Background: an optimization exercise with open tools, aiming at small area and a short achievable clock period. Do not read the settings as production practice. RTL that was checked went through simulation tests only; none was proved equivalent to the original. Power is estimated from default activity; no workload was simulated.

// SIMD
module SIMD(
input [11:0] instruction,
input clk,
input rst,
output [31:0] outputvalue
);
reg  [11:0] cmd;             
reg  [255:0] rf;             
reg  [15:0] ra, rb, rc;      
reg  e_as, e_sub, e_mul, e_mac, e_sh, e_arith, e_and, e_or, e_xor, e_not;
reg  [1:0] e_w;
reg  e_m4, e_m8, e_m16, e_right;
reg  [3:0] e_dst;
reg  [15:0] res_l, res_h, out_l, out_h;
wire [3:0] op = cmd[11:8];
wire [1:0] w  = cmd[7:6];
wire [1:0] fc = cmd[5:4];
wire [1:0] fb = cmd[3:2];
wire [1:0] fa = cmd[1:0];
wire is_logic = (op[3:2] == 2'b10);
wire [3:0] addr_a = is_logic ? {fb, fa} : {w, fa};
wire [15:0] bank0 = rf[16*{w,2'd0} +: 16];
wire [15:0] bank1 = rf[16*{w,2'd1} +: 16];
wire [15:0] bank2 = rf[16*{w,2'd2} +: 16];
wire [15:0] bank3 = rf[16*{w,2'd3} +: 16];
wire [15:0] rd_a = rf[16*addr_a +: 16];
wire [15:0] rd_b = fb[1] ? (fb[0] ? bank3 : bank2) : (fb[0] ? bank1 : bank0);
wire [15:0] rd_c = fc[1] ? (fc[0] ? bank3 : bank2) : (fc[0] ? bank1 : bank0);
always @(posedge clk) begin
  ra <= rd_a;
  rb <= rd_b;
  rc <= rd_c;
  e_w <= w;
  e_m4 <= (w == 2'd0);
  e_m8 <= (w == 2'd1);
  e_m16 <= w[1];
  e_right <= fb[0];
  if (rst) begin
    cmd <= 12'd0;
    {e_as, e_sub, e_mul, e_mac, e_sh, e_arith, e_and, e_or, e_xor, e_not} <= 10'd0;
    e_dst <= 4'd0;
  end else begin
    cmd <= instruction;
    e_as    <= (op[3:1] == 3'd0);
    e_sub   <= (op == 4'd1);
    e_mul   <= (op[3:1] == 3'd1);
    e_mac   <= (op == 4'd3);
  ...
For scale: ~2300 cells after synthesis, roughly 400 flip-flops, roughly 46 I/O pins, roughly 28000 um2 of cells after synthesis.
==> flow/config.mk <==
export PLATFORM = sky130hd
export DESIGN_NAME = SIMD
export DESIGN_NICKNAME = SIMD
export VERILOG_FILES = /design/flow/design.v
export SDC_FILE = /design/flow/constraint.sdc
export NUM_CORES = 4
export LEC_CHECK = 0
export ABC_CLOCK_PERIOD_IN_PS = 5000
export CAP_MARGIN = 20
export CORE_MARGIN = 2
export CORE_UTILIZATION = 40
export SLEW_MARGIN = 20
==> flow/constraint.sdc <==
create_clock -name core_clock -period 10.0 [get_ports {clk}]
set_input_delay 2.0000 -clock core_clock [delete_from_list [all_inputs] [get_ports {clk}]]
set_output_delay 2.0000 -clock core_clock [all_outputs]
set_load 0.01 [all_outputs]
run.sh (not shown) runs the stock make flow with config.mk's settings and CLKGATE_MAP_FILE= SYNTH_SCRIPT=/design/flow/synth_recipe.tcl, a recipe that flattens the netlist after the stock synthesis.
The baseline passed the timing, design-rule and antenna checks.
Change:
Settings changed: ABC_CLOCK_PERIOD_IN_PS 5000 to not set.
Outcome: Maximum frequency is unchanged. Clock power is about the same. Utilization is unchanged. Design area is unchanged.
Change:
Settings changed: SETUP_SLACK_MARGIN set to 3.
Clock skew hardly moves. Synthesized cell count is unchanged. Final cell count is about the same. Area after synthesis stays the same. Clock power stays flat. Critical path depth increases by 1. Utilization is higher by 0.17 points. Routed wire length went up by 1.0%.
No run of this note included a check of the RTL's function; only the layout flow was run.

* * *

SIMD, a different RTL version from the one above (not shown whole).
For scale: about 2200 cells after synthesis, about 46 I/O pins.
==> flow/design.v (excerpt) <==
module SIMD(
input [11:0] instruction,
input clk,
input rst,
output [31:0] outputvalue
);
clock: 10.0 ns
lec_check: 0
cap_margin: 20
core_margin: 2
core_utilization: 40
setup_slack_margin: 5
slew_margin: 20
tns_end_percent: 5
The starting point produced a clean layout.
Rerun with:
CORE_UTILIZATION = 60   (was 40)
CTS_CLUSTER_DIAMETER = 150   (was not set)
CTS_CLUSTER_SIZE = 20   (was not set)
TNS_END_PERCENT = not set   (was 5)
Wire length decreases by a few percent.
Worst setup slack improves by 0.039 ns.
Final area decreases by a few percent.
Die area decreases by a quarter to a third.
Clock power decreases by well over a third.
Via count increases slightly.
Cell count decreases by roughly a tenth.
Sequential power hardly moves.
Utilization increases by 20 points.
Sequential cell count is unchanged.
Hold slack improves by 0.0067 ns.
Rerun with:
==> flow/flow/run.sh (new file) <==
#!/bin/bash
set -euo pipefail
bash standard.sh SETUP_SLACK_MARGIN=7 finish > make_finish.log 2>&1
==> flow/standard.sh (new file) <==
#!/bin/bash
# synth_recipe.tcl (not shown) runs the flow's synth.tcl, then flattens the netlist and writes it again
# the make line also repeats each setting of config.mk as NAME=value (left out here)
make -C /OpenROAD-flow-scripts/flow DESIGN_CONFIG=/design/flow/config.mk WORK_HOME=/design/flow/orfs CLKGATE_MAP_FILE= SYNTH_SCRIPT=/design/flow/synth_recipe.tcl "${@:-finish}"
CORE_UTILIZATION = 40   (was 60)
CTS_CLUSTER_DIAMETER = not set   (was 150)
CTS_CLUSTER_SIZE = not set   (was 20)
SETUP_SLACK_MARGIN = not set   (was 5)
removed: flow/run.sh
The changed run completed with no timing, DRC or antenna violations.
Combinational power climbs by well over a third.
Worst setup slack gets better by 0.37 ns.
Register-to-register slack gets better by 0.37 ns.
Routed wire length climbs by roughly a tenth.
Sequential power hardly moves.
Design area climbs by about a fifth.
Global-route usage drops by 8.7 points.
Rerun with:
==> flow/run.sh (new file) <==
#!/bin/bash
# synth_recipe.tcl (not shown) runs the flow's synth.tcl, then flattens the netlist and writes it again
# the make line also repeats each setting of config.mk as NAME=value (left out here)
make -C /OpenROAD-flow-scripts/flow DESIGN_CONFIG=/design/flow/config.mk WORK_HOME=/design/flow/orfs CLKGATE_MAP_FILE= SYNTH_SCRIPT=/design/flow/synth_recipe.tcl finish
SETUP_SLACK_MARGIN = 5   (was not set)
removed: flow/flow/run.sh
removed: flow/standard.sh
Effect:
- sequential power stays flat
- hold slack degrades by 0.0043 ns
- synthesized cell count is unchanged
- register-to-register slack degrades by 0.28 ns
- die area stays the same
- power came out lower by a little under a tenth
- final area came out lower by roughly a tenth
- final cell count came out lower by a few percent
- utilization came out lower by 5.6 points
- clock power is about the same

[separate check: timing with driven ports]
No port has a modelled driver above. Below, the same layouts with a new extraction and two added sets of constraints. Step 1 assumes that a clkbuf_16 drives the clock port and a buf_2 every other input. Step 2, shift: input delay + t, output delay - t, t = (earliest + latest rising clock arrival at the registers) / 2. This alone moves slack from input paths to output paths. Three values: no drivers, after step 1, after step 2; two values: the first two.
run | t (ns) | slack for setup (ns) | latest minus earliest clock arrival (ns) | worst slew at a driven data input, ns | pins driven straight from the clock port
the first run of note 1 | 0.615 | 2.422 / 2.422 / 2.422 | 0.028 / 0.029 | 0.04 | 1
the second run of note 1 | 0.615 | 2.422 / 2.422 / 2.422 | 0.028 / 0.029 | 0.04 | 1
the third run of note 1 | 0.614 | 3.237 / 3.237 / 3.237 | 0.028 / 0.028 | 0.04 | 1
the first run of note 2 | 0.668 | 4.992 / 4.992 / 4.931 | 0.028 / 0.028 | 0.05 | 1
the second run of note 2 | 0.649 | 5.031 / 5.031 / 5.031 | 0.037 / 0.038 | 0.04 | 1
the third run of note 2 | 0.680 | 5.400 / 5.400 / 5.400 | 0.020 / 0.021 | 0.05 | 1
the fourth run of note 2 | 0.652 | 5.120 / 5.120 / 4.542 | 0.038 / 0.038 | 0.04 | 1
After both steps setup and hold are still met in every run listed. For the fourth run of note 2, which loses most, drivers alone change the setup slack by 0.000 ns; drivers and shift together by -0.578 ns.
